From an optimization exercise on the open Yosys and OpenROAD flow, aimed at small area and a short achievable clock period; shortcuts taken in it are not production practice.
No functional check of the RTL was part of this run.
Power and IR drop assume default switching activity.

## design/flow/design.v

```verilog
module multiplier_logic (
    input  wire        clk,
    input  wire        rst_n,
    input  wire [15:0] a,
    input  wire [15:0] b,
    output reg  [31:0] y
);
  reg r1_a0;
  reg r1_a1;
  reg r1_a2;
  reg r1_a3;
  reg r1_a4;
  reg r1_a5;
  reg r1_a6;
  reg r1_a7;
  reg r1_a8;
  reg r1_a9;
  reg r1_a10;
  reg r1_a11;
  reg r1_a12;
  reg r1_a13;
  reg r1_a14;
  reg r1_a15;
  reg r1_b15;
  reg r1_one1;
  reg r1_two2;
  reg r1_neg3;
  reg r1_one4;
  reg r1_two5;
  reg r1_neg6;
  reg r1_one7;
  reg r1_two8;
  reg r1_neg9;
  reg r1_one10;
  reg r1_two11;
  reg r1_neg12;
  reg r1_one13;
  reg r1_two14;
  reg r1_neg15;
  reg r1_one16;
  reg r1_two17;
  reg r1_neg18;
  reg r1_one19;
  reg r1_two20;
  reg r1_neg21;
  reg r1_one22;
  reg r1_two23;
  reg r1_neg24;
  reg r2_s351;
  reg r2_s353;
  reg r2_s355;
  reg r2_s289;
  reg r2_c356;
  reg r2_p63;
  reg r2_s195;
  reg r2_c290;
  reg r2_c196;
  reg r2_s197;
  reg r2_s199;
  reg r2_s291;
  reg r2_c292;
  reg r2_s293;
  reg r2_c294;
  reg r2_s295;
  reg r2_c206;
  reg r2_s207;
  reg r2_c296;
  reg r2_s297;
  reg r2_s211;
  reg r2_c298;
  reg r2_s299;
  reg r2_s215;
  reg r2_c300;
  reg r2_s301;
  reg r2_c302;
  reg r2_s303;
  reg r2_s305;
  reg r2_s221;
  reg r2_s223;
  reg r2_c304;
  reg r2_c306;
  reg r2_s307;
  reg r2_s227;
  reg r2_s229;
  reg r2_c308;
  reg r2_s309;
  reg r2_s233;
  reg r2_c310;
  reg r2_s311;
  reg r2_s313;
  reg r2_s237;
  reg r2_s239;
  reg r2_c312;
  reg r2_c314;
  reg r2_s315;
  reg r2_s245;
  reg r2_c316;
  reg r2_s317;
  reg r2_s319;
  reg r2_c318;
  reg r2_c320;
  reg r2_s321;
  reg r2_s323;
  reg r2_s255;
  reg r2_c322;
  reg r2_c324;
  reg r2_s325;
  reg r2_s327;
  reg r2_c326;
  reg r2_c328;
  reg r2_s329;
  reg r2_s331;
  reg r2_s261;
  reg r2_s263;
  reg r2_c330;
  reg r2_c332;
  reg r2_s333;
  reg r2_s265;
  reg r2_s267;
  reg r2_c334;
  reg r2_s335;
  reg r2_s271;
  reg r2_c336;
  reg r2_s337;
  reg r2_s275;
  reg r2_c338;
  reg r2_s339;
  reg r2_c276;
  reg r2_s277;
  reg r2_c340;
  reg r2_s341;
  reg r2_s279;
  reg r2_c342;
  reg r2_s343;
  reg r2_c344;
  reg r2_s345;
  reg r2_c346;
  reg r2_s347;
  reg r2_c284;
  reg r2_s285;
  reg r2_c348;
  reg r2_c286;
  reg r2_s287;
  reg r2_s349;
  reg r3_r2_s351;
  reg r3_r2_s353;
  reg r3_r2_s355;
  reg r3_r2_c356;
  reg r3_r2_s289;
  reg r3_r2_s195;
  reg r3_s413;
  reg r3_c414;
  reg r3_s415;
  reg r3_c416;
  reg r3_s417;
  reg r3_c418;
  reg r3_s419;
  reg r3_c420;
  reg r3_s421;
  reg r3_c422;
  reg r3_s423;
  reg r3_c424;
  reg r3_s425;
  reg r3_c426;
  reg r3_s427;
  reg r3_c428;
  reg r3_s429;
  reg r3_c430;
  reg r3_s431;
  reg r3_c432;
  reg r3_s433;
  reg r3_c434;
  reg r3_s435;
  reg r3_c436;
  reg r3_s437;
  reg r3_c438;
  reg r3_s439;
  reg r3_c440;
  reg r3_s441;
  reg r3_c442;
  reg r3_s443;
  reg r3_c444;
  reg r3_s445;
  reg r3_c446;
  reg r3_s447;
  reg r3_c448;
  reg r3_s449;
  reg r3_c450;
  reg r3_s451;
  reg r3_s453;
  reg r3_c452;
  reg r3_c454;
  reg r3_s455;
  reg r3_c456;
  reg r3_s457;
  reg r3_s459;
  reg r3_c458;
  reg r3_s461;
  reg r3_c460;
  reg r3_c462;
  reg r3_s463;
  reg r3_s465;
  reg r3_c464;
  reg r3_r2_s349;
  reg r3_c466;
  wire one1 = b[0] ^ 1'b0;
  wire two2 = (b[1] & ~b[0] & ~1'b0) | (~b[1] & b[0] & 1'b0);
  wire neg3 = b[1];
  wire one4 = b[2] ^ b[1];
  wire two5 = (b[3] & ~b[2] & ~b[1]) | (~b[3] & b[2] & b[1]);
  wire neg6 = b[3];
  wire one7 = b[4] ^ b[3];
  wire two8 = (b[5] & ~b[4] & ~b[3]) | (~b[5] & b[4] & b[3]);
  wire neg9 = b[5];
  wire one10 = b[6] ^ b[5];
  wire two11 = (b[7] & ~b[6] & ~b[5]) | (~b[7] & b[6] & b[5]);
  wire neg12 = b[7];
  wire one13 = b[8] ^ b[7];
  wire two14 = (b[9] & ~b[8] & ~b[7]) | (~b[9] & b[8] & b[7]);
  wire neg15 = b[9];
  wire one16 = b[10] ^ b[9];
  wire two17 = (b[11] & ~b[10] & ~b[9]) | (~b[11] & b[10] & b[9]);
  wire neg18 = b[11];
  wire one19 = b[12] ^ b[11];
  wire two20 = (b[13] & ~b[12] & ~b[11]) | (~b[13] & b[12] & b[11]);
  wire neg21 = b[13];
  wire one22 = b[14] ^ b[13];
  wire two23 = (b[15] & ~b[14] & ~b[13]) | (~b[15] & b[14] & b[13]);
  wire neg24 = b[15];
  wire p25 = ((r1_one1 & r1_a0) | (r1_two2 & 1'b0)) ^ r1_neg3;
  wire p26 = ((r1_one1 & r1_a1) | (r1_two2 & r1_a0)) ^ r1_neg3;
  wire p27 = ((r1_one1 & r1_a2) | (r1_two2 & r1_a1)) ^ r1_neg3;
  wire p28 = ((r1_one1 & r1_a3) | (r1_two2 & r1_a2)) ^ r1_neg3;
  wire p29 = ((r1_one1 & r1_a4) | (r1_two2 & r1_a3)) ^ r1_neg3;
  wire p30 = ((r1_one1 & r1_a5) | (r1_two2 & r1_a4)) ^ r1_neg3;
  wire p31 = ((r1_one1 & r1_a6) | (r1_two2 & r1_a5)) ^ r1_neg3;
  wire p32 = ((r1_one1 & r1_a7) | (r1_two2 & r1_a6)) ^ r1_neg3;
  wire p33 = ((r1_one1 & r1_a8) | (r1_two2 & r1_a7)) ^ r1_neg3;
  wire p34 = ((r1_one1 & r1_a9) | (r1_two2 & r1_a8)) ^ r1_neg3;
  wire p35 = ((r1_one1 & r1_a10) | (r1_two2 & r1_a9)) ^ r1_neg3;
  wire p36 = ((r1_one1 & r1_a11) | (r1_two2 & r1_a10)) ^ r1_neg3;
  wire p37 = ((r1_one1 & r1_a12) | (r1_two2 & r1_a11)) ^ r1_neg3;
  wire p38 = ((r1_one1 & r1_a13) | (r1_two2 & r1_a12)) ^ r1_neg3;
  wire p39 = ((r1_one1 & r1_a14) | (r1_two2 & r1_a13)) ^ r1_neg3;
  wire p40 = ((r1_one1 & r1_a15) | (r1_two2 & r1_a14)) ^ r1_neg3;
  wire p41 = ((r1_one1 & 1'b0) | (r1_two2 & r1_a15)) ^ r1_neg3;
  wire ns42 = ~r1_neg3;
  wire ng43 = r1_neg3;
  wire p44 = ((r1_one4 & r1_a0) | (r1_two5 & 1'b0)) ^ r1_neg6;
  wire p45 = ((r1_one4 & r1_a1) | (r1_two5 & r1_a0)) ^ r1_neg6;
  wire p46 = ((r1_one4 & r1_a2) | (r1_two5 & r1_a1)) ^ r1_neg6;
  wire p47 = ((r1_one4 & r1_a3) | (r1_two5 & r1_a2)) ^ r1_neg6;
  wire p48 = ((r1_one4 & r1_a4) | (r1_two5 & r1_a3)) ^ r1_neg6;
  wire p49 = ((r1_one4 & r1_a5) | (r1_two5 & r1_a4)) ^ r1_neg6;
  wire p50 = ((r1_one4 & r1_a6) | (r1_two5 & r1_a5)) ^ r1_neg6;
  wire p51 = ((r1_one4 & r1_a7) | (r1_two5 & r1_a6)) ^ r1_neg6;
  wire p52 = ((r1_one4 & r1_a8) | (r1_two5 & r1_a7)) ^ r1_neg6;
  wire p53 = ((r1_one4 & r1_a9) | (r1_two5 & r1_a8)) ^ r1_neg6;
  wire p54 = ((r1_one4 & r1_a10) | (r1_two5 & r1_a9)) ^ r1_neg6;
  wire p55 = ((r1_one4 & r1_a11) | (r1_two5 & r1_a10)) ^ r1_neg6;
  wire p56 = ((r1_one4 & r1_a12) | (r1_two5 & r1_a11)) ^ r1_neg6;
  wire p57 = ((r1_one4 & r1_a13) | (r1_two5 & r1_a12)) ^ r1_neg6;
  wire p58 = ((r1_one4 & r1_a14) | (r1_two5 & r1_a13)) ^ r1_neg6;
  wire p59 = ((r1_one4 & r1_a15) | (r1_two5 & r1_a14)) ^ r1_neg6;
  wire p60 = ((r1_one4 & 1'b0) | (r1_two5 & r1_a15)) ^ r1_neg6;
  wire ns61 = ~r1_neg6;
  wire ng62 = r1_neg6;
  wire p63 = ((r1_one7 & r1_a0) | (r1_two8 & 1'b0)) ^ r1_neg9;
  wire p64 = ((r1_one7 & r1_a1) | (r1_two8 & r1_a0)) ^ r1_neg9;
  wire p65 = ((r1_one7 & r1_a2) | (r1_two8 & r1_a1)) ^ r1_neg9;
  wire p66 = ((r1_one7 & r1_a3) | (r1_two8 & r1_a2)) ^ r1_neg9;
  wire p67 = ((r1_one7 & r1_a4) | (r1_two8 & r1_a3)) ^ r1_neg9;
  wire p68 = ((r1_one7 & r1_a5) | (r1_two8 & r1_a4)) ^ r1_neg9;
  wire p69 = ((r1_one7 & r1_a6) | (r1_two8 & r1_a5)) ^ r1_neg9;
  wire p70 = ((r1_one7 & r1_a7) | (r1_two8 & r1_a6)) ^ r1_neg9;
  wire p71 = ((r1_one7 & r1_a8) | (r1_two8 & r1_a7)) ^ r1_neg9;
  wire p72 = ((r1_one7 & r1_a9) | (r1_two8 & r1_a8)) ^ r1_neg9;
  wire p73 = ((r1_one7 & r1_a10) | (r1_two8 & r1_a9)) ^ r1_neg9;
  wire p74 = ((r1_one7 & r1_a11) | (r1_two8 & r1_a10)) ^ r1_neg9;
  wire p75 = ((r1_one7 & r1_a12) | (r1_two8 & r1_a11)) ^ r1_neg9;
  wire p76 = ((r1_one7 & r1_a13) | (r1_two8 & r1_a12)) ^ r1_neg9;
  wire p77 = ((r1_one7 & r1_a14) | (r1_two8 & r1_a13)) ^ r1_neg9;
  wire p78 = ((r1_one7 & r1_a15) | (r1_two8 & r1_a14)) ^ r1_neg9;
  wire p79 = ((r1_one7 & 1'b0) | (r1_two8 & r1_a15)) ^ r1_neg9;
  wire ns80 = ~r1_neg9;
  wire ng81 = r1_neg9;
  wire p82 = ((r1_one10 & r1_a0) | (r1_two11 & 1'b0)) ^ r1_neg12;
  wire p83 = ((r1_one10 & r1_a1) | (r1_two11 & r1_a0)) ^ r1_neg12;
  wire p84 = ((r1_one10 & r1_a2) | (r1_two11 & r1_a1)) ^ r1_neg12;
  wire p85 = ((r1_one10 & r1_a3) | (r1_two11 & r1_a2)) ^ r1_neg12;
  wire p86 = ((r1_one10 & r1_a4) | (r1_two11 & r1_a3)) ^ r1_neg12;
  wire p87 = ((r1_one10 & r1_a5) | (r1_two11 & r1_a4)) ^ r1_neg12;
  wire p88 = ((r1_one10 & r1_a6) | (r1_two11 & r1_a5)) ^ r1_neg12;
  wire p89 = ((r1_one10 & r1_a7) | (r1_two11 & r1_a6)) ^ r1_neg12;
  wire p90 = ((r1_one10 & r1_a8) | (r1_two11 & r1_a7)) ^ r1_neg12;
  wire p91 = ((r1_one10 & r1_a9) | (r1_two11 & r1_a8)) ^ r1_neg12;
  wire p92 = ((r1_one10 & r1_a10) | (r1_two11 & r1_a9)) ^ r1_neg12;
  wire p93 = ((r1_one10 & r1_a11) | (r1_two11 & r1_a10)) ^ r1_neg12;
  wire p94 = ((r1_one10 & r1_a12) | (r1_two11 & r1_a11)) ^ r1_neg12;
  wire p95 = ((r1_one10 & r1_a13) | (r1_two11 & r1_a12)) ^ r1_neg12;
  wire p96 = ((r1_one10 & r1_a14) | (r1_two11 & r1_a13)) ^ r1_neg12;
  wire p97 = ((r1_one10 & r1_a15) | (r1_two11 & r1_a14)) ^ r1_neg12;
  wire p98 = ((r1_one10 & 1'b0) | (r1_two11 & r1_a15)) ^ r1_neg12;
  wire ns99 = ~r1_neg12;
  wire ng100 = r1_neg12;
  wire p101 = ((r1_one13 & r1_a0) | (r1_two14 & 1'b0)) ^ r1_neg15;
  wire p102 = ((r1_one13 & r1_a1) | (r1_two14 & r1_a0)) ^ r1_neg15;
  wire p103 = ((r1_one13 & r1_a2) | (r1_two14 & r1_a1)) ^ r1_neg15;
  wire p104 = ((r1_one13 & r1_a3) | (r1_two14 & r1_a2)) ^ r1_neg15;
  wire p105 = ((r1_one13 & r1_a4) | (r1_two14 & r1_a3)) ^ r1_neg15;
  wire p106 = ((r1_one13 & r1_a5) | (r1_two14 & r1_a4)) ^ r1_neg15;
  wire p107 = ((r1_one13 & r1_a6) | (r1_two14 & r1_a5)) ^ r1_neg15;
  wire p108 = ((r1_one13 & r1_a7) | (r1_two14 & r1_a6)) ^ r1_neg15;
  wire p109 = ((r1_one13 & r1_a8) | (r1_two14 & r1_a7)) ^ r1_neg15;
  wire p110 = ((r1_one13 & r1_a9) | (r1_two14 & r1_a8)) ^ r1_neg15;
  wire p111 = ((r1_one13 & r1_a10) | (r1_two14 & r1_a9)) ^ r1_neg15;
  wire p112 = ((r1_one13 & r1_a11) | (r1_two14 & r1_a10)) ^ r1_neg15;
  wire p113 = ((r1_one13 & r1_a12) | (r1_two14 & r1_a11)) ^ r1_neg15;
  wire p114 = ((r1_one13 & r1_a13) | (r1_two14 & r1_a12)) ^ r1_neg15;
  wire p115 = ((r1_one13 & r1_a14) | (r1_two14 & r1_a13)) ^ r1_neg15;
  wire p116 = ((r1_one13 & r1_a15) | (r1_two14 & r1_a14)) ^ r1_neg15;
  wire p117 = ((r1_one13 & 1'b0) | (r1_two14 & r1_a15)) ^ r1_neg15;
  wire ns118 = ~r1_neg15;
  wire ng119 = r1_neg15;
  wire p120 = ((r1_one16 & r1_a0) | (r1_two17 & 1'b0)) ^ r1_neg18;
  wire p121 = ((r1_one16 & r1_a1) | (r1_two17 & r1_a0)) ^ r1_neg18;
  wire p122 = ((r1_one16 & r1_a2) | (r1_two17 & r1_a1)) ^ r1_neg18;
  wire p123 = ((r1_one16 & r1_a3) | (r1_two17 & r1_a2)) ^ r1_neg18;
  wire p124 = ((r1_one16 & r1_a4) | (r1_two17 & r1_a3)) ^ r1_neg18;
  wire p125 = ((r1_one16 & r1_a5) | (r1_two17 & r1_a4)) ^ r1_neg18;
  wire p126 = ((r1_one16 & r1_a6) | (r1_two17 & r1_a5)) ^ r1_neg18;
  wire p127 = ((r1_one16 & r1_a7) | (r1_two17 & r1_a6)) ^ r1_neg18;
  wire p128 = ((r1_one16 & r1_a8) | (r1_two17 & r1_a7)) ^ r1_neg18;
  wire p129 = ((r1_one16 & r1_a9) | (r1_two17 & r1_a8)) ^ r1_neg18;
  wire p130 = ((r1_one16 & r1_a10) | (r1_two17 & r1_a9)) ^ r1_neg18;
  wire p131 = ((r1_one16 & r1_a11) | (r1_two17 & r1_a10)) ^ r1_neg18;
  wire p132 = ((r1_one16 & r1_a12) | (r1_two17 & r1_a11)) ^ r1_neg18;
  wire p133 = ((r1_one16 & r1_a13) | (r1_two17 & r1_a12)) ^ r1_neg18;
  wire p134 = ((r1_one16 & r1_a14) | (r1_two17 & r1_a13)) ^ r1_neg18;
  wire p135 = ((r1_one16 & r1_a15) | (r1_two17 & r1_a14)) ^ r1_neg18;
  wire p136 = ((r1_one16 & 1'b0) | (r1_two17 & r1_a15)) ^ r1_neg18;
  wire ns137 = ~r1_neg18;
  wire ng138 = r1_neg18;
  wire p139 = ((r1_one19 & r1_a0) | (r1_two20 & 1'b0)) ^ r1_neg21;
  wire p140 = ((r1_one19 & r1_a1) | (r1_two20 & r1_a0)) ^ r1_neg21;
  wire p141 = ((r1_one19 & r1_a2) | (r1_two20 & r1_a1)) ^ r1_neg21;
  wire p142 = ((r1_one19 & r1_a3) | (r1_two20 & r1_a2)) ^ r1_neg21;
  wire p143 = ((r1_one19 & r1_a4) | (r1_two20 & r1_a3)) ^ r1_neg21;
  wire p144 = ((r1_one19 & r1_a5) | (r1_two20 & r1_a4)) ^ r1_neg21;
  wire p145 = ((r1_one19 & r1_a6) | (r1_two20 & r1_a5)) ^ r1_neg21;
  wire p146 = ((r1_one19 & r1_a7) | (r1_two20 & r1_a6)) ^ r1_neg21;
  wire p147 = ((r1_one19 & r1_a8) | (r1_two20 & r1_a7)) ^ r1_neg21;
  wire p148 = ((r1_one19 & r1_a9) | (r1_two20 & r1_a8)) ^ r1_neg21;
  wire p149 = ((r1_one19 & r1_a10) | (r1_two20 & r1_a9)) ^ r1_neg21;
  wire p150 = ((r1_one19 & r1_a11) | (r1_two20 & r1_a10)) ^ r1_neg21;
  wire p151 = ((r1_one19 & r1_a12) | (r1_two20 & r1_a11)) ^ r1_neg21;
  wire p152 = ((r1_one19 & r1_a13) | (r1_two20 & r1_a12)) ^ r1_neg21;
  wire p153 = ((r1_one19 & r1_a14) | (r1_two20 & r1_a13)) ^ r1_neg21;
  wire p154 = ((r1_one19 & r1_a15) | (r1_two20 & r1_a14)) ^ r1_neg21;
  wire p155 = ((r1_one19 & 1'b0) | (r1_two20 & r1_a15)) ^ r1_neg21;
  wire ns156 = ~r1_neg21;
  wire ng157 = r1_neg21;
  wire p158 = ((r1_one22 & r1_a0) | (r1_two23 & 1'b0)) ^ r1_neg24;
  wire p159 = ((r1_one22 & r1_a1) | (r1_two23 & r1_a0)) ^ r1_neg24;
  wire p160 = ((r1_one22 & r1_a2) | (r1_two23 & r1_a1)) ^ r1_neg24;
  wire p161 = ((r1_one22 & r1_a3) | (r1_two23 & r1_a2)) ^ r1_neg24;
  wire p162 = ((r1_one22 & r1_a4) | (r1_two23 & r1_a3)) ^ r1_neg24;
  wire p163 = ((r1_one22 & r1_a5) | (r1_two23 & r1_a4)) ^ r1_neg24;
  wire p164 = ((r1_one22 & r1_a6) | (r1_two23 & r1_a5)) ^ r1_neg24;
  wire p165 = ((r1_one22 & r1_a7) | (r1_two23 & r1_a6)) ^ r1_neg24;
  wire p166 = ((r1_one22 & r1_a8) | (r1_two23 & r1_a7)) ^ r1_neg24;
  wire p167 = ((r1_one22 & r1_a9) | (r1_two23 & r1_a8)) ^ r1_neg24;
  wire p168 = ((r1_one22 & r1_a10) | (r1_two23 & r1_a9)) ^ r1_neg24;
  wire p169 = ((r1_one22 & r1_a11) | (r1_two23 & r1_a10)) ^ r1_neg24;
  wire p170 = ((r1_one22 & r1_a12) | (r1_two23 & r1_a11)) ^ r1_neg24;
  wire p171 = ((r1_one22 & r1_a13) | (r1_two23 & r1_a12)) ^ r1_neg24;
  wire p172 = ((r1_one22 & r1_a14) | (r1_two23 & r1_a13)) ^ r1_neg24;
  wire p173 = ((r1_one22 & r1_a15) | (r1_two23 & r1_a14)) ^ r1_neg24;
  wire p174 = ((r1_one22 & 1'b0) | (r1_two23 & r1_a15)) ^ r1_neg24;
  wire ns175 = ~r1_neg24;
  wire ng176 = r1_neg24;
  wire p177 = r1_a0 & r1_b15;
  wire p178 = r1_a1 & r1_b15;
  wire p179 = r1_a2 & r1_b15;
  wire p180 = r1_a3 & r1_b15;
  wire p181 = r1_a4 & r1_b15;
  wire p182 = r1_a5 & r1_b15;
  wire p183 = r1_a6 & r1_b15;
  wire p184 = r1_a7 & r1_b15;
  wire p185 = r1_a8 & r1_b15;
  wire p186 = r1_a9 & r1_b15;
  wire p187 = r1_a10 & r1_b15;
  wire p188 = r1_a11 & r1_b15;
  wire p189 = r1_a12 & r1_b15;
  wire p190 = r1_a13 & r1_b15;
  wire p191 = r1_a14 & r1_b15;
  wire p192 = r1_a15 & r1_b15;
  wire s193, c194;
  mult_fa u_s193 (.x(ng62), .y(p27), .z(p44), .s(s193), .c(c194));
  wire s195, c196;
  mult_fa u_s195 (.x(ng81), .y(p29), .z(p46), .s(s195), .c(c196));
  wire s197, c198;
  mult_fa u_s197 (.x(p30), .y(p47), .z(p64), .s(s197), .c(c198));
  wire s199, c200;
  mult_fa u_s199 (.x(ng100), .y(p31), .z(p48), .s(s199), .c(c200));
  wire s201, c202;
  mult_fa u_s201 (.x(p32), .y(p49), .z(p66), .s(s201), .c(c202));
  wire s203, c204;
  mult_fa u_s203 (.x(ng119), .y(p101), .z(p33), .s(s203), .c(c204));
  wire s205, c206;
  mult_fa u_s205 (.x(p50), .y(p67), .z(p84), .s(s205), .c(c206));
  wire s207, c208;
  mult_fa u_s207 (.x(p102), .y(p34), .z(p51), .s(s207), .c(c208));
  wire s209, c210;
  mult_fa u_s209 (.x(ng138), .y(p103), .z(p120), .s(s209), .c(c210));
  wire s211, c212;
  mult_fa u_s211 (.x(p35), .y(p52), .z(p69), .s(s211), .c(c212));
  wire s213, c214;
  mult_fa u_s213 (.x(p104), .y(p121), .z(p36), .s(s213), .c(c214));
  wire s215, c216;
  mult_fa u_s215 (.x(p53), .y(p70), .z(p87), .s(s215), .c(c216));
  wire s217, c218;
  mult_fa u_s217 (.x(ng157), .y(p105), .z(p122), .s(s217), .c(c218));
  wire s219, c220;
  mult_fa u_s219 (.x(p139), .y(p37), .z(p54), .s(s219), .c(c220));
  wire s221, c222;
  mult_fa u_s221 (.x(p106), .y(p123), .z(p140), .s(s221), .c(c222));
  wire s223, c224;
  mult_fa u_s223 (.x(p38), .y(p55), .z(p72), .s(s223), .c(c224));
  wire s225, c226;
  mult_fa u_s225 (.x(ng176), .y(p107), .z(p124), .s(s225), .c(c226));
  wire s227, c228;
  mult_fa u_s227 (.x(p141), .y(p158), .z(p39), .s(s227), .c(c228));
  wire s229, c230;
  mult_fa u_s229 (.x(p56), .y(p73), .z(p90), .s(s229), .c(c230));
  wire s231, c232;
  mult_fa u_s231 (.x(p108), .y(p125), .z(p142), .s(s231), .c(c232));
  wire s233, c234;
  mult_fa u_s233 (.x(p159), .y(p40), .z(p57), .s(s233), .c(c234));
  wire s235, c236;
  mult_fa u_s235 (.x(p177), .y(p109), .z(p126), .s(s235), .c(c236));
  wire s237, c238;
  mult_fa u_s237 (.x(p143), .y(p160), .z(p41), .s(s237), .c(c238));
  wire s239, c240;
  mult_fa u_s239 (.x(p58), .y(p75), .z(p92), .s(s239), .c(c240));
  wire s241, c242;
  mult_fa u_s241 (.x(1'b1), .y(ns42), .z(p178), .s(s241), .c(c242));
  wire s243, c244;
  mult_fa u_s243 (.x(p110), .y(p127), .z(p144), .s(s243), .c(c244));
  wire s245, c246;
  mult_fa u_s245 (.x(p161), .y(p59), .z(p76), .s(s245), .c(c246));
  wire s247, c248;
  mult_fa u_s247 (.x(1'b1), .y(p179), .z(p111), .s(s247), .c(c248));
  wire s249, c250;
  mult_fa u_s249 (.x(p128), .y(p145), .z(p162), .s(s249), .c(c250));
  wire s251, c252;
  mult_fa u_s251 (.x(p60), .y(p77), .z(p94), .s(s251), .c(c252));
  wire s253, c254;
  mult_fa u_s253 (.x(ns61), .y(p180), .z(p112), .s(s253), .c(c254));
  wire s255, c256;
  mult_fa u_s255 (.x(p129), .y(p146), .z(p163), .s(s255), .c(c256));
  wire s257, c258;
  mult_fa u_s257 (.x(1'b1), .y(p181), .z(p113), .s(s257), .c(c258));
  wire s259, c260;
  mult_fa u_s259 (.x(p130), .y(p147), .z(p164), .s(s259), .c(c260));
  wire s261, c262;
  mult_fa u_s261 (.x(ns80), .y(p182), .z(p114), .s(s261), .c(c262));
  wire s263, c264;
  mult_fa u_s263 (.x(p131), .y(p148), .z(p165), .s(s263), .c(c264));
  wire s265, c266;
  mult_fa u_s265 (.x(1'b1), .y(p183), .z(p115), .s(s265), .c(c266));
  wire s267, c268;
  mult_fa u_s267 (.x(p132), .y(p149), .z(p166), .s(s267), .c(c268));
  wire s269, c270;
  mult_fa u_s269 (.x(ns99), .y(p184), .z(p116), .s(s269), .c(c270));
  wire s271, c272;
  mult_fa u_s271 (.x(p133), .y(p150), .z(p167), .s(s271), .c(c272));
  wire s273, c274;
  mult_fa u_s273 (.x(1'b1), .y(p185), .z(p117), .s(s273), .c(c274));
  wire s275, c276;
  mult_fa u_s275 (.x(p134), .y(p151), .z(p168), .s(s275), .c(c276));
  wire s277, c278;
  mult_fa u_s277 (.x(ns118), .y(p186), .z(p135), .s(s277), .c(c278));
  wire s279, c280;
  mult_fa u_s279 (.x(1'b1), .y(p187), .z(p136), .s(s279), .c(c280));
  wire s281, c282;
  mult_fa u_s281 (.x(ns137), .y(p188), .z(p154), .s(s281), .c(c282));
  wire s283, c284;
  mult_fa u_s283 (.x(1'b1), .y(p189), .z(p155), .s(s283), .c(c284));
  wire s285, c286;
  mult_fa u_s285 (.x(ns156), .y(p190), .z(p173), .s(s285), .c(c286));
  wire s287, c288;
  mult_fa u_s287 (.x(1'b1), .y(p191), .z(p174), .s(s287), .c(c288));
  wire s289, c290;
  mult_fa u_s289 (.x(p28), .y(p45), .z(c194), .s(s289), .c(c290));
  wire s291, c292;
  mult_fa u_s291 (.x(p65), .y(p82), .z(c198), .s(s291), .c(c292));
  wire s293, c294;
  mult_fa u_s293 (.x(p83), .y(c200), .z(s201), .s(s293), .c(c294));
  wire s295, c296;
  mult_fa u_s295 (.x(c202), .y(s203), .z(s205), .s(s295), .c(c296));
  wire s297, c298;
  mult_fa u_s297 (.x(p68), .y(p85), .z(c204), .s(s297), .c(c298));
  wire s299, c300;
  mult_fa u_s299 (.x(p86), .y(c208), .z(s209), .s(s299), .c(c300));
  wire s301, c302;
  mult_fa u_s301 (.x(c210), .y(c212), .z(s213), .s(s301), .c(c302));
  wire s303, c304;
  mult_fa u_s303 (.x(p71), .y(p88), .z(c214), .s(s303), .c(c304));
  wire s305, c306;
  mult_fa u_s305 (.x(c216), .y(s217), .z(s219), .s(s305), .c(c306));
  wire s307, c308;
  mult_fa u_s307 (.x(p89), .y(c218), .z(c220), .s(s307), .c(c308));
  wire s309, c310;
  mult_fa u_s309 (.x(c222), .y(c224), .z(s225), .s(s309), .c(c310));
  wire s311, c312;
  mult_fa u_s311 (.x(p74), .y(p91), .z(c226), .s(s311), .c(c312));
  wire s313, c314;
  mult_fa u_s313 (.x(c228), .y(c230), .z(s231), .s(s313), .c(c314));
  wire s315, c316;
  mult_fa u_s315 (.x(c232), .y(c234), .z(s235), .s(s315), .c(c316));
  wire s317, c318;
  mult_fa u_s317 (.x(p93), .y(s241), .z(c236), .s(s317), .c(c318));
  wire s319, c320;
  mult_fa u_s319 (.x(c238), .y(c240), .z(s243), .s(s319), .c(c320));
  wire s321, c322;
  mult_fa u_s321 (.x(c242), .y(c244), .z(c246), .s(s321), .c(c322));
  wire s323, c324;
  mult_fa u_s323 (.x(s247), .y(s249), .z(s251), .s(s323), .c(c324));
  wire s325, c326;
  mult_fa u_s325 (.x(p78), .y(p95), .z(c248), .s(s325), .c(c326));
  wire s327, c328;
  mult_fa u_s327 (.x(c250), .y(c252), .z(s253), .s(s327), .c(c328));
  wire s329, c330;
  mult_fa u_s329 (.x(p79), .y(p96), .z(c254), .s(s329), .c(c330));
  wire s331, c332;
  mult_fa u_s331 (.x(c256), .y(s257), .z(s259), .s(s331), .c(c332));
  wire s333, c334;
  mult_fa u_s333 (.x(p97), .y(c258), .z(c260), .s(s333), .c(c334));
  wire s335, c336;
  mult_fa u_s335 (.x(p98), .y(c262), .z(c264), .s(s335), .c(c336));
  wire s337, c338;
  mult_fa u_s337 (.x(c266), .y(c268), .z(s269), .s(s337), .c(c338));
  wire s339, c340;
  mult_fa u_s339 (.x(c270), .y(c272), .z(s273), .s(s339), .c(c340));
  wire s341, c342;
  mult_fa u_s341 (.x(p152), .y(p169), .z(c274), .s(s341), .c(c342));
  wire s343, c344;
  mult_fa u_s343 (.x(p153), .y(p170), .z(c278), .s(s343), .c(c344));
  wire s345, c346;
  mult_fa u_s345 (.x(p171), .y(c280), .z(s281), .s(s345), .c(c346));
  wire s347, c348;
  mult_fa u_s347 (.x(p172), .y(c282), .z(s283), .s(s347), .c(c348));
  wire s349, c350;
  mult_fa u_s349 (.x(ns175), .y(p192), .z(c288), .s(s349), .c(c350));
  wire s351 = ng43 ^ p25;
  wire c352 = ng43 & p25;
  wire s353 = p26 ^ c352;
  wire c354 = p26 & c352;
  wire s355 = c354 ^ s193;
  wire c356 = c354 & s193;
  wire s357 = r2_c304 ^ r2_c306;
  wire c358 = r2_c304 & r2_c306;
  wire s359 = r2_c308 ^ r2_s227;
  wire c360 = r2_c308 & r2_s227;
  wire s361 = r2_c310 ^ r2_s233;
  wire c362 = r2_c310 & r2_s233;
  wire s363, c364;
  mult_fa u_s363 (.x(r2_c312), .y(r2_c314), .z(r2_s237), .s(s363), .c(c364));
  wire s365 = r2_c316 ^ r2_s245;
  wire c366 = r2_c316 & r2_s245;
  wire s367 = r2_c318 ^ r2_c320;
  wire c368 = r2_c318 & r2_c320;
  wire s369, c370;
  mult_fa u_s369 (.x(r2_c322), .y(r2_c324), .z(r2_s255), .s(s369), .c(c370));
  wire s371 = r2_c326 ^ r2_c328;
  wire c372 = r2_c326 & r2_c328;
  wire s373, c374;
  mult_fa u_s373 (.x(r2_c330), .y(r2_c332), .z(r2_s261), .s(s373), .c(c374));
  wire s375 = r2_c334 ^ r2_s265;
  wire c376 = r2_c334 & r2_s265;
  wire s377 = r2_c206 ^ r2_c296;
  wire c378 = r2_c206 & r2_c296;
  wire s379 = r2_c298 ^ r2_s211;
  wire c380 = r2_c298 & r2_s211;
  wire s381 = r2_c300 ^ r2_s215;
  wire c382 = r2_c300 & r2_s215;
  wire s383 = r2_c302 ^ r2_s303;
  wire c384 = r2_c302 & r2_s303;
  wire s385, c386;
  mult_fa u_s385 (.x(r2_s221), .y(r2_s223), .z(r2_s307), .s(s385), .c(c386));
  wire s387, c388;
  mult_fa u_s387 (.x(r2_s229), .y(r2_s309), .z(c358), .s(s387), .c(c388));
  wire s389, c390;
  mult_fa u_s389 (.x(r2_s311), .y(r2_s313), .z(c360), .s(s389), .c(c390));
  wire s391, c392;
  mult_fa u_s391 (.x(r2_s239), .y(r2_s315), .z(c362), .s(s391), .c(c392));
  wire s393, c394;
  mult_fa u_s393 (.x(r2_s317), .y(r2_s319), .z(s365), .s(s393), .c(c394));
  wire s395, c396;
  mult_fa u_s395 (.x(r2_s321), .y(r2_s323), .z(c366), .s(s395), .c(c396));
  wire s397, c398;
  mult_fa u_s397 (.x(r2_s325), .y(r2_s327), .z(c368), .s(s397), .c(c398));
  wire s399, c400;
  mult_fa u_s399 (.x(r2_s329), .y(r2_s331), .z(s371), .s(s399), .c(c400));
  wire s401, c402;
  mult_fa u_s401 (.x(r2_s263), .y(r2_s333), .z(c372), .s(s401), .c(c402));
  wire s403, c404;
  mult_fa u_s403 (.x(r2_s267), .y(r2_s335), .z(s375), .s(s403), .c(c404));
  wire s405, c406;
  mult_fa u_s405 (.x(r2_c336), .y(r2_s271), .z(r2_s337), .s(s405), .c(c406));
  wire s407 = r2_c338 ^ r2_s275;
  wire c408 = r2_c338 & r2_s275;
  wire s409, c410;
  mult_fa u_s409 (.x(r2_c276), .y(r2_c340), .z(r2_s277), .s(s409), .c(c410));
  wire s411 = r2_c342 ^ r2_s279;
  wire c412 = r2_c342 & r2_s279;
  wire s413 = r2_c290 ^ r2_p63;
  wire c414 = r2_c290 & r2_p63;
  wire s415 = r2_c196 ^ r2_s197;
  wire c416 = r2_c196 & r2_s197;
  wire s417 = r2_s199 ^ r2_s291;
  wire c418 = r2_s199 & r2_s291;
  wire s419 = r2_c292 ^ r2_s293;
  wire c420 = r2_c292 & r2_s293;
  wire s421 = r2_c294 ^ r2_s295;
  wire c422 = r2_c294 & r2_s295;
  wire s423, c424;
  mult_fa u_s423 (.x(r2_s207), .y(r2_s297), .z(s377), .s(s423), .c(c424));
  wire s425, c426;
  mult_fa u_s425 (.x(r2_s299), .y(c378), .z(s379), .s(s425), .c(c426));
  wire s427, c428;
  mult_fa u_s427 (.x(r2_s301), .y(c380), .z(s381), .s(s427), .c(c428));
  wire s429, c430;
  mult_fa u_s429 (.x(r2_s305), .y(c382), .z(s383), .s(s429), .c(c430));
  wire s431, c432;
  mult_fa u_s431 (.x(c384), .y(s357), .z(s385), .s(s431), .c(c432));
  wire s433, c434;
  mult_fa u_s433 (.x(s359), .y(c386), .z(s387), .s(s433), .c(c434));
  wire s435, c436;
  mult_fa u_s435 (.x(s361), .y(c388), .z(s389), .s(s435), .c(c436));
  wire s437, c438;
  mult_fa u_s437 (.x(s363), .y(c390), .z(s391), .s(s437), .c(c438));
  wire s439, c440;
  mult_fa u_s439 (.x(c364), .y(c392), .z(s393), .s(s439), .c(c440));
  wire s441, c442;
  mult_fa u_s441 (.x(s367), .y(c394), .z(s395), .s(s441), .c(c442));
  wire s443, c444;
  mult_fa u_s443 (.x(s369), .y(c396), .z(s397), .s(s443), .c(c444));
  wire s445, c446;
  mult_fa u_s445 (.x(c370), .y(c398), .z(s399), .s(s445), .c(c446));
  wire s447, c448;
  mult_fa u_s447 (.x(s373), .y(c400), .z(s401), .s(s447), .c(c448));
  wire s449, c450;
  mult_fa u_s449 (.x(c374), .y(c402), .z(s403), .s(s449), .c(c450));
  wire s451, c452;
  mult_fa u_s451 (.x(c376), .y(s405), .z(c404), .s(s451), .c(c452));
  wire s453, c454;
  mult_fa u_s453 (.x(r2_s339), .y(s407), .z(c406), .s(s453), .c(c454));
  wire s455, c456;
  mult_fa u_s455 (.x(r2_s341), .y(c408), .z(s409), .s(s455), .c(c456));
  wire s457, c458;
  mult_fa u_s457 (.x(r2_s343), .y(s411), .z(c410), .s(s457), .c(c458));
  wire s459, c460;
  mult_fa u_s459 (.x(r2_c344), .y(r2_s345), .z(c412), .s(s459), .c(c460));
  wire s461 = r2_c346 ^ r2_s347;
  wire c462 = r2_c346 & r2_s347;
  wire s463, c464;
  mult_fa u_s463 (.x(r2_c284), .y(r2_c348), .z(r2_s285), .s(s463), .c(c464));
  wire s465 = r2_c286 ^ r2_s287;
  wire c466 = r2_c286 & r2_s287;
  wire [31:0] ra = {r3_c466, r3_c464, r3_c462, r3_c460, r3_c458, r3_c456, r3_c454, r3_c452, r3_c450, r3_c448, r3_c446, r3_c444, r3_c442, r3_c440, r3_c438, r3_c436, r3_c434, r3_c432, r3_c430, r3_c428, r3_c426, r3_c424, r3_c422, r3_c420, r3_c418, r3_c416, r3_c414, r3_r2_s195, r3_r2_c356, r3_r2_s355, r3_r2_s353, r3_r2_s351};
  wire [31:0] rb = {r3_r2_s349, r3_s465, r3_s463, r3_s461, r3_s459, r3_s457, r3_s455, r3_s453, r3_s451, r3_s449, r3_s447, r3_s445, r3_s443, r3_s441, r3_s439, r3_s437, r3_s435, r3_s433, r3_s431, r3_s429, r3_s427, r3_s425, r3_s423, r3_s421, r3_s419, r3_s417, r3_s415, r3_s413, r3_r2_s289, 1'b0, 1'b0, 1'b0};
  wire [24:0] plo = ra[23:0] + rb[23:0];
  reg [24:0] r4_plo;
  reg [7:0] r4_ha, r4_hb;
  always @(posedge clk) begin r4_plo <= plo; r4_ha <= ra[31:24]; r4_hb <= rb[31:24]; end
  wire [7:0] phi = r4_ha + r4_hb + r4_plo[24];
  wire [31:0] prod = {phi, r4_plo[23:0]};
  always @(posedge clk) begin
    r1_a0 <= a[0];
    r1_a1 <= a[1];
    r1_a2 <= a[2];
    r1_a3 <= a[3];
    r1_a4 <= a[4];
    r1_a5 <= a[5];
    r1_a6 <= a[6];
    r1_a7 <= a[7];
    r1_a8 <= a[8];
    r1_a9 <= a[9];
    r1_a10 <= a[10];
    r1_a11 <= a[11];
    r1_a12 <= a[12];
    r1_a13 <= a[13];
    r1_a14 <= a[14];
    r1_a15 <= a[15];
    r1_b15 <= b[15];
    r1_one1 <= one1;
    r1_two2 <= two2;
    r1_neg3 <= neg3;
    r1_one4 <= one4;
    r1_two5 <= two5;
    r1_neg6 <= neg6;
    r1_one7 <= one7;
    r1_two8 <= two8;
    r1_neg9 <= neg9;
    r1_one10 <= one10;
    r1_two11 <= two11;
    r1_neg12 <= neg12;
    r1_one13 <= one13;
    r1_two14 <= two14;
    r1_neg15 <= neg15;
    r1_one16 <= one16;
    r1_two17 <= two17;
    r1_neg18 <= neg18;
    r1_one19 <= one19;
    r1_two20 <= two20;
    r1_neg21 <= neg21;
    r1_one22 <= one22;
    r1_two23 <= two23;
    r1_neg24 <= neg24;
    r2_s351 <= s351;
    r2_s353 <= s353;
    r2_s355 <= s355;
    r2_s289 <= s289;
    r2_c356 <= c356;
    r2_p63 <= p63;
    r2_s195 <= s195;
    r2_c290 <= c290;
    r2_c196 <= c196;
    r2_s197 <= s197;
    r2_s199 <= s199;
    r2_s291 <= s291;
    r2_c292 <= c292;
    r2_s293 <= s293;
    r2_c294 <= c294;
    r2_s295 <= s295;
    r2_c206 <= c206;
    r2_s207 <= s207;
    r2_c296 <= c296;
    r2_s297 <= s297;
    r2_s211 <= s211;
    r2_c298 <= c298;
    r2_s299 <= s299;
    r2_s215 <= s215;
    r2_c300 <= c300;
    r2_s301 <= s301;
    r2_c302 <= c302;
    r2_s303 <= s303;
    r2_s305 <= s305;
    r2_s221 <= s221;
    r2_s223 <= s223;
    r2_c304 <= c304;
    r2_c306 <= c306;
    r2_s307 <= s307;
    r2_s227 <= s227;
    r2_s229 <= s229;
    r2_c308 <= c308;
    r2_s309 <= s309;
    r2_s233 <= s233;
    r2_c310 <= c310;
    r2_s311 <= s311;
    r2_s313 <= s313;
    r2_s237 <= s237;
    r2_s239 <= s239;
    r2_c312 <= c312;
    r2_c314 <= c314;
    r2_s315 <= s315;
    r2_s245 <= s245;
    r2_c316 <= c316;
    r2_s317 <= s317;
    r2_s319 <= s319;
    r2_c318 <= c318;
    r2_c320 <= c320;
    r2_s321 <= s321;
    r2_s323 <= s323;
    r2_s255 <= s255;
    r2_c322 <= c322;
    r2_c324 <= c324;
    r2_s325 <= s325;
    r2_s327 <= s327;
    r2_c326 <= c326;
    r2_c328 <= c328;
    r2_s329 <= s329;
    r2_s331 <= s331;
    r2_s261 <= s261;
    r2_s263 <= s263;
    r2_c330 <= c330;
    r2_c332 <= c332;
    r2_s333 <= s333;
    r2_s265 <= s265;
    r2_s267 <= s267;
    r2_c334 <= c334;
    r2_s335 <= s335;
    r2_s271 <= s271;
    r2_c336 <= c336;
    r2_s337 <= s337;
    r2_s275 <= s275;
    r2_c338 <= c338;
    r2_s339 <= s339;
    r2_c276 <= c276;
    r2_s277 <= s277;
    r2_c340 <= c340;
    r2_s341 <= s341;
    r2_s279 <= s279;
    r2_c342 <= c342;
    r2_s343 <= s343;
    r2_c344 <= c344;
    r2_s345 <= s345;
    r2_c346 <= c346;
    r2_s347 <= s347;
    r2_c284 <= c284;
    r2_s285 <= s285;
    r2_c348 <= c348;
    r2_c286 <= c286;
    r2_s287 <= s287;
    r2_s349 <= s349;
    r3_r2_s351 <= r2_s351;
    r3_r2_s353 <= r2_s353;
    r3_r2_s355 <= r2_s355;
    r3_r2_c356 <= r2_c356;
    r3_r2_s289 <= r2_s289;
    r3_r2_s195 <= r2_s195;
    r3_s413 <= s413;
    r3_c414 <= c414;
    r3_s415 <= s415;
    r3_c416 <= c416;
    r3_s417 <= s417;
    r3_c418 <= c418;
    r3_s419 <= s419;
    r3_c420 <= c420;
    r3_s421 <= s421;
    r3_c422 <= c422;
    r3_s423 <= s423;
    r3_c424 <= c424;
    r3_s425 <= s425;
    r3_c426 <= c426;
    r3_s427 <= s427;
    r3_c428 <= c428;
    r3_s429 <= s429;
    r3_c430 <= c430;
    r3_s431 <= s431;
    r3_c432 <= c432;
    r3_s433 <= s433;
    r3_c434 <= c434;
    r3_s435 <= s435;
    r3_c436 <= c436;
    r3_s437 <= s437;
    r3_c438 <= c438;
    r3_s439 <= s439;
    r3_c440 <= c440;
    r3_s441 <= s441;
    r3_c442 <= c442;
    r3_s443 <= s443;
    r3_c444 <= c444;
    r3_s445 <= s445;
    r3_c446 <= c446;
    r3_s447 <= s447;
    r3_c448 <= c448;
    r3_s449 <= s449;
    r3_c450 <= c450;
    r3_s451 <= s451;
    r3_s453 <= s453;
    r3_c452 <= c452;
    r3_c454 <= c454;
    r3_s455 <= s455;
    r3_c456 <= c456;
    r3_s457 <= s457;
    r3_s459 <= s459;
    r3_c458 <= c458;
    r3_s461 <= s461;
    r3_c460 <= c460;
    r3_c462 <= c462;
    r3_s463 <= s463;
    r3_s465 <= s465;
    r3_c464 <= c464;
    r3_r2_s349 <= r2_s349;
    r3_c466 <= c466;
  end
  reg [3:0] v;
  always @(posedge clk) begin
    if (!rst_n) begin
      v <= 4'd0;
      y <= 32'd0;
    end else begin
      v <= {v[2:0], 1'b1};
      y <= v[3] ? prod : 32'd0;
    end
  end
endmodule
module mult_fa (input wire x, input wire y, input wire z, output wire s, output wire c);
  assign s = x ^ y ^ z;
  assign c = (x & y) | (x & z) | (y & z);
endmodule
```

## design/flow/config.mk

```make
export PLATFORM = sky130hd
export DESIGN_NAME = multiplier_logic
export DESIGN_NICKNAME = multiplier_logic
export VERILOG_FILES = /design/flow/design.v
export SDC_FILE = /design/flow/constraint.sdc
export NUM_CORES = 4
export LEC_CHECK = 0
export CAP_MARGIN = 20
export CORE_MARGIN = 2
export CORE_UTILIZATION = 40
export CTS_CLUSTER_DIAMETER = 60
export CTS_CLUSTER_SIZE = 50
export SETUP_SLACK_MARGIN = 2.5
export SLEW_MARGIN = 20
export SYNTH_HIERARCHICAL = 1
export SYNTH_MINIMUM_KEEP_SIZE = 0
```

## design/flow/constraint.sdc

```tcl
create_clock -name core_clock -period 4.5 [get_ports {clk}]
set_input_delay 0.9000 -clock core_clock [delete_from_list [all_inputs] [get_ports {clk}]]
set_output_delay 0.9000 -clock core_clock [all_outputs]
set_load 0.01 [all_outputs]
```

## design/flow/run.sh

```bash
#!/bin/bash
# synth_recipe.tcl (not shown) runs the flow's synth.tcl, then flattens the netlist and writes it again
# the make line also repeats each setting of config.mk as NAME=value (left out here)
make -C /OpenROAD-flow-scripts/flow DESIGN_CONFIG=/design/flow/config.mk WORK_HOME=/design/flow/orfs CLKGATE_MAP_FILE= SYNTH_SCRIPT=/design/flow/synth_recipe.tcl finish
```

==> impl_metrics.py <==
metrics = {
    "die": {
        "die_w_um": 180.4,
        "rows": 64,
        "die_y_um": 180.4,
        "die_area_sq_mm": 0.03256,
        "io_pins": 66,
        "start_util_pct": 40.71,
        "coreArea_sq_mm": 0.03059,
    },
    "yosys": {
        "synthArstFlopShare_pct": 0,
        "yosys.area.top_type": "dfxtp_1",
        "yosysSeqAreaShare_pct": 44.05,
        "yosys_warnings": 7,
        "ys_top_cells_by_area": "dfxtp_1, fa_1, xnor2_1",
        "synth_common_cells": "dfxtp_1, xnor2_1, a22oi_1",
        "synth.avg_cell_area_sq_um": 11.88,
        "synth_cells": 1048,
        "syn-cell-area_sq_mm": 0.01245,
        "synth.most_common_cell": "dfxtp_1",
        "synth_cell_types": 48,
        "synth_top_area_share_pct": 44.05,
        "synth_flop_cell": "dfxtp_1",
        "ys_seq_elements": 274,
        "synth_edf_count": 0,
    },
    "place": {
        "hpwl_um": 17670,
        "numPortBuffers": 65,
        "globalplace.congestion": 0.8296,
        "post-place-ws_ns": 1.981,
    },
    "sta": {
        "final_hold_viol_count": 0,
        "timing.setup.tns_ns": 0,
        "period_share_pct": 46.55,
        "setup_viol": 0,
        "clock_skew_ns": 0.02053,
        "worst_pin_slew_ns": 0.6640,
        "fin_crit_ns": 2.095,
        "timing.slew.headroom_pct": 55.67,
        "drv_slew": 0,
        "max_freq_mhz": 477.4,
        "fin_ws_ns": 2.405,
        "rsz0062_at_grt": "yes",
    },
    "finish": {
        "nets": 1333,
        "final_layout_size_suffix_gt1_share_pct": 20.89,
        "n_antenna_cell": 0,
        "nFillCells": 2748,
        "syn_to_final_growth_pct": 21.14,
    },
    "hold_path": {
        "hp-class": "flop to flop",
        "worstHoldStart": "r2_s289$_DFF_P_",
        "hold_end": "r3_r2_s289$_DFF_P_",
        "hold_depth": 0,
    },
    "worst_setup_path": {
        "path_max_fanout": 9,
        "start_kind": "flop",
        "r2r_cells": 5,
        "path_buf_inv": 1,
        "cp.arrival_ns": 2.49,
        "r2r_slack_ns": 2.41,
        "timing.critical_path.mode_cell": "fa_1",
        "crit_chain": "buf_4 > a22oi_2 > xnor2_1 > fa_1 > fa_1",
        "required_ns": 4.90,
        "r2r_start": "r1_two14$_DFF_P_",
        "crit_type": "flop to flop",
        "crit_path_end_kind": "flop",
        "cpPeakStageDelay_ns": 0.49,
        "crit_path_top_delay_cell": "fa_1",
        "critPathTopFamily": "adder cells",
        "r2r_end": "r2_s301$_DFF_P_",
    },
    "power": {
        "p_per_area_mw_per_mm2": 638.6,
        "power.internal_w": 0.006142,
        "pwr-share-seq_pct": 38.8,
        "p_clk_share_pct": 21.8,
        "netSwitchingPower_w": 0.003492,
        "ir_drop_mv": 0.3271,
        "leakagePower_nw": 6.057,
        "sw_frac_of_total_pct": 36.25,
        "power.share.combinational_pct": 39.5,
    },
    "global_routing": {
        "antenna_found_initial": 0,
        "overflow": 0,
        "track_usage_pct": 16.38,
        "grt_max_degree": 31,
        "grt_pass1_vias": 7857,
        "grt_pass1_wl_um": 43270,
    },
    "flow_run": {
        "max_cap_viol_count": 0,
    },
    "route": {
        "wirelength_um": 29110,
        "drt_iter0_markers": 734,
        "wl_per_cell_um": 18.84,
        "drcViolationCount": 0,
        "dr.pass1.iters": 6,
        "ant_nets": 0,
        "vias_per_cell": 5.144,
        "dr_total_vias": 7948,
    },
    "cts": {
        "cts_htree_levels": 1,
        "worstSkewPairLatency_ns": 0.52,
        "cts_inserted_buffers": 22,
        "numClockSinks": 274,
        "cts_tree": "done",
        "cts_root_buffer": "clkbuf_16",
        "cts_buffer_depth": 3,
        "clk_pin_slew_ns": 0.08,
    },
    "status": {
        "outcome": "no timing/DRC/antenna violations",
    },
}
==> routing by layer <==
metal	share of wire, %	vias up	wire, um	global-route usage, %
met4	2.0	0	580	4.032
met2	44	386	12820	25.15
met3	8.5	48	2463	3.032
met1	46	3832	13250	23.90
met5	0	-	0	0
li1	-	3682	-	-
==> how the worst max path moves through the flow <==
stage | from | end | slack [ns] | cells past startpoint
after CTS | r3_c432$_DFF_P_ | r4_plo[21]$_DFF_P_ | 2.43 | 7
after global placement | r1_neg6$_DFF_P_ | r2_s293$_DFF_P_ | 2.04 | 3
after global routing | r3_r2_s289$_DFF_P_ | r4_plo[21]$_DFF_P_ | 2.30 | 10
final | r1_two14$_DFF_P_ | r2_s301$_DFF_P_ | 2.41 | 5
after floorplan | r1_one16$_DFF_P_ | r2_s305$_DFF_P_ | 2.49 | 6
after detailed placement | r1_neg6$_DFF_P_ | r2_s295$_DFF_P_ | 1.98 | 3
==> per-module statistics from Yosys (local to each module, per instance) <==
module,cells inside,flops+latches
multiplier_logic,934,274
mult_fa,1,0
==> cell usage in the layout, fill, tap and decap left out, types with 20 or more instances in the layout <==
master and n:
ha_1 45, clkdlybuf4s50_1 33, dfxtp_1 231, xor2_1 20
xnor2_1 143, fa_1 112, and2_1 23, nand2_1 32
clkbuf_16 23, and3_1 25, a22oi_1 102, dfxtp_4 39
nor2_1 23, buf_4 55
==> flip-flops by register name, summed over array words and instances, names as in the netlist, 4 cells and up <==
name    flops
r4_ha       8
r4_hb       8
r4_plo     25
v           4
y          32
==> kinds of logic after synthesis <==
family / synth area share, %
flops: 44.05
compound gates: 10.92
fa+ha+maj: 23.73
xor+xnor: 11.60
simple gates: 6.099
buf+inv: 3.567
other cells: 0.03011
==> stage by stage <==
step / std cells / utilization, % / hold slack (ns) / instance area, sq um / total power, W
6_report: 1545 / 49.32 / 0.3315 / 15090 / 0.009634
5_1_grt: 1545 / 49.32 / 0.3364 / 15090 / 0.01044
2_1_floorplan: 1055 / - / 0.3096 / 12630 / 0.006251
4_1_cts: 1479 / 47.11 / 0.3302 / 14410 / 0.009439
3_3_place_gp: 1430 / 43.49 / 0.3106 / 13300 / 0.007099
3_5_place_dp: 1430 / 43.49 / 0.3121 / 13300 / 0.007196
==> worst register-to-register path, cell delays in order (launching register included) <==
cell	delay (ns)
dfxtp_4	0.48
buf_4	0.24
a22oi_2	0.08
xnor2_1	0.23
fa_1	0.47
fa_1	0.49
==> repair_timing <==
item,in CTS,in global routing
hold buffers,0,0
pin swaps,6,31
buffers inserted,9,66
hold endpoints to repair,0,0
endpoints found under the setup margin,117,61
gates resized for setup,164,86
==> power by group through the flow <==
stage	clock, W	sequential [W]	combinational, W
after floorplan	0	0.00357	0.00269
after global placement	0	0.00381	0.00329
after detailed placement	0	0.00383	0.00337
after CTS	0.00215	0.00377	0.00351
after global routing	0.00226	0.00381	0.00437
final	0.00210	0.00373	0.00380
==> cell type report <==
cell class,instances,area [sq um],share of cell area (%)
Multi-Input combinational cell,669,6792,45.02
Sequential cell,274,5637,37.36
Timing Repair Buffer,145,1264,8.377
Clock buffer,25,593.1,3.931
Tap cell,396,495.5,3.284
Clock inverter,15,226.5,1.501
Inverter,21,78.83,0.5225

afterwards: timing with drivers on the ports:
No port has a modelled driver above. Below, the same layout with a new extraction and two added sets of constraints. Step 1 assumes that a clkbuf_16 drives the clock port and a buf_2 every other input. Step 2 adds t to the input delays and takes it off the output delays; t is the mean of the earliest and latest rising clock arrival at the registers after step 1. Input paths then give back, and output paths get back, about the clock's delay inside the block. Three values: ideal ports, drivers, drivers and shift; two values: the first two.
t (ns): 0.561
setup WS [ns]: 2.405 / 2.405 / 2.339
slew at the worst register clock pin (ns): 0.09 / 0.09
worst slew at a driven data input, ns: 0.04
pins driven straight from the clock port: 1
After both steps this run still meets setup and hold. For this run, drivers alone change the setup slack by 0.000 ns; drivers and shift together by -0.066 ns.
